This is an optimization exercise on Yosys and OpenROAD, whose aim is small area and a short achievable clock period, not a production implementation. Only simulation tests tie the RTL to the original design; equivalence was not proved. Power is estimated from default activity; no workload was simulated.

== before ==
Design Pipeline_Computer, start of the top module:
module Pipeline_Computer#(parameter WIDTH=32)(
	input clk,
	input reset,
	input [3:0] debug_reg_select,
	output [31:0] debug_reg_out,
	output [31:0] PCFetch,
	input [31:0] Instr,
	output [31:0] DataAdr,
	output [31:0] WriteData,
	output MemWrite,
	input [31:0] ReadData
);
reg  [31:0] PC;
reg  [31:0] InstrD;
reg  [31:0] PCPlus4D;
reg  [31:0] RD1E;           
reg  [31:0] RD2E;           
reg  [31:0] ImmE;           
reg  [3:0]  WA3E;
reg  [1:0]  shtE;
reg  [4:0]  shamtE;
reg         useImmE, useRD2E, ALUSrcE;
reg         fA_M, fA_W, fA_R, fB_M, fB_W, fB_R;
reg         BranchE, RegWriteE, MemWriteE, MemtoRegE, PCSrcE, FlagWriteE;
reg  [3:0]  CondE;
reg         addE, subE, orrE, movE;
reg  [31:0] ALUOutM, WriteDataM;
reg  [3:0]  WA3M;
reg         PCSrcM, RegWriteM, MemWriteM, MemtoRegM;
reg  [31:0] ResultW;
reg  [3:0]  WA3W;
reg         PCSrcW, RegWriteW;
reg         Zf, Zc;
wire [31:0] PCPlus4F = PC + 32'd4;
assign PCFetch = PC;
wire [1:0] OpD    = InstrD[27:26];
wire [5:0] FunctD = InstrD[25:20];
wire [3:0] cmdD   = InstrD[24:21];
wire [3:0] RnD    = InstrD[19:16];
wire [3:0] RdD    = InstrD[15:12];
wire [3:0] RmD    = InstrD[3:0];
wire op00 = (OpD == 2'b00);
wire op01 = (OpD == 2'b01);
wire op10 = (OpD == 2'b10);
wire cADD = (cmdD == 4'b0100);
wire cSUB = (cmdD == 4'b0010);
wire cAND = (cmdD == 4'b0000);
wire cORR = (cmdD == 4'b1100);
wire cMOV = (cmdD == 4'b1101);
wire cCMP = (cmdD == 4'b1010);
wire cBX  = (cmdD == 4'b1001);
wire RegWriteD  = (op00 & (cADD | cSUB | cAND | cORR | cMOV)) | (op01 & FunctD[0]) | (op10 & FunctD[5] & FunctD[4]);
wire FlagWriteD = op00 & (cADD | cSUB | cAND | cORR | cCMP);
wire BranchD    = (op00 & cBX) | op10;
wire MemWriteD  = op01 & ~FunctD[0];
wire MemtoRegD  = op01 & FunctD[0];
wire ALUSrcD    = op01 | op10;
wire addD = op01 | op10 | (op00 & cADD);
wire subD = op00 & (cSUB | cCMP);
wire orrD = op00 & cORR;
wire movD = op00 & (cMOV | cBX);
wire RegSrc0 = op10 & FunctD[5];
  ...
Size: about 4900 cells after synthesis, ~820 flip-flops, roughly 200 I/O pins.
clock: 10.0 ns
lec_check: 0
cap_margin: 20
core_margin: 2
core_utilization: 45
place_density: 0.55
setup_slack_margin: 4.5
slew_margin: 20
standard.sh (not shown) runs the stock make flow with config.mk's settings and CLKGATE_MAP_FILE= SYNTH_SCRIPT=/design/flow/synth_recipe.tcl, a recipe that flattens the netlist after the stock synthesis.
==> flow/flow/run.sh <==
#!/bin/bash
# Own layout flow: the standard flow (standard.sh) with two changes:
#  - synthesis maps with flow/abc_speed.script instead of ORFS's abc_speed.script
#    (everything else in synthesis is the standard script, so registers keep
#    their standard names and cells);
#  - the port buffers that global placement inserts are buf_2 cells.
set -euo pipefail
W=$PWD
PORTBUF="BUFFER_PORTS_ARGS=-buffer_cell sky130_fd_sc_hd__buf_2"

# ORFS scripts with only the ABC mapping script replaced, used for synthesis only
rm -rf "$W/synth_scripts"
cp -r "$FLOW_HOME/scripts" "$W/synth_scripts"
cp "$W/flow/abc_speed.script" "$W/synth_scripts/abc_speed.script"

bash standard.sh "SCRIPTS_DIR=$W/synth_scripts" "$PORTBUF" synth > "$W/synth.log" 2>&1
bash standard.sh "$PORTBUF" > "$W/layout.log" 2>&1
test -f "$W/out/final.def"
==> flow/flow/abc_speed.script <==
&get -n
&st
&dch
&nf -R 1000
&put
buffer -c
topo
stime -c
upsize -c
dnsize -c
Setup changes, before to after
- swapping 0.55 for 0.7 in PLACE_DENSITY
- swapping 45 for 60 in CORE_UTILIZATION
==> flow/flow/abc_speed.script <==
&get -n
&st
&dch
&nf
&put
buffer -c
topo
stime -c
upsize -c
dnsize -c
Notes after the runs:
- Looking at ratio of routed vias to standard cells across before and after, the one that comes out lower is before.
- The number of gates given a new drive strength after cts of after is lower than that of before.
- Changes observed in after relative to before: overall power dropped 4.9%; area growth from synthesis to layout dropped 5.7 points; worst stage delay on the critical path climbed 0.04 ns.
- Fraction of layout instances using a drive strength above 1 for after is lower than for before.
- after: full flow OK, the timing, design-rule and antenna checks passed

## static timing again, ports no longer ideal
No port has a modelled driver above. Below, the same layouts with a new extraction and two added sets of constraints. Step 1, drivers: a clkbuf_16 drives clk and a buf_2 each remaining input, both assumed. Step 2 moves the port delays by t, midway between the first and last clock arrival at a register: inputs arrive t later, outputs are due t later. That takes back most of the time a late clock gives input paths. Three values: ideal ports, drivers, drivers and shift; two values: the first two.
run	t (ns)	setup WS [ns]	hold WS [ns]	pins driven straight from the clock port
before	0.768	4.027 / 3.989 / 3.989	0.462 / 0.462 / 0.462	1
after	0.758	4.101 / 3.975 / 3.975	0.462 / 0.462 / 0.462	1
After both steps setup and hold are still met in every run listed. The setup slack of after, which loses most, moves by -0.126 ns with the drivers and by -0.126 ns with both steps.
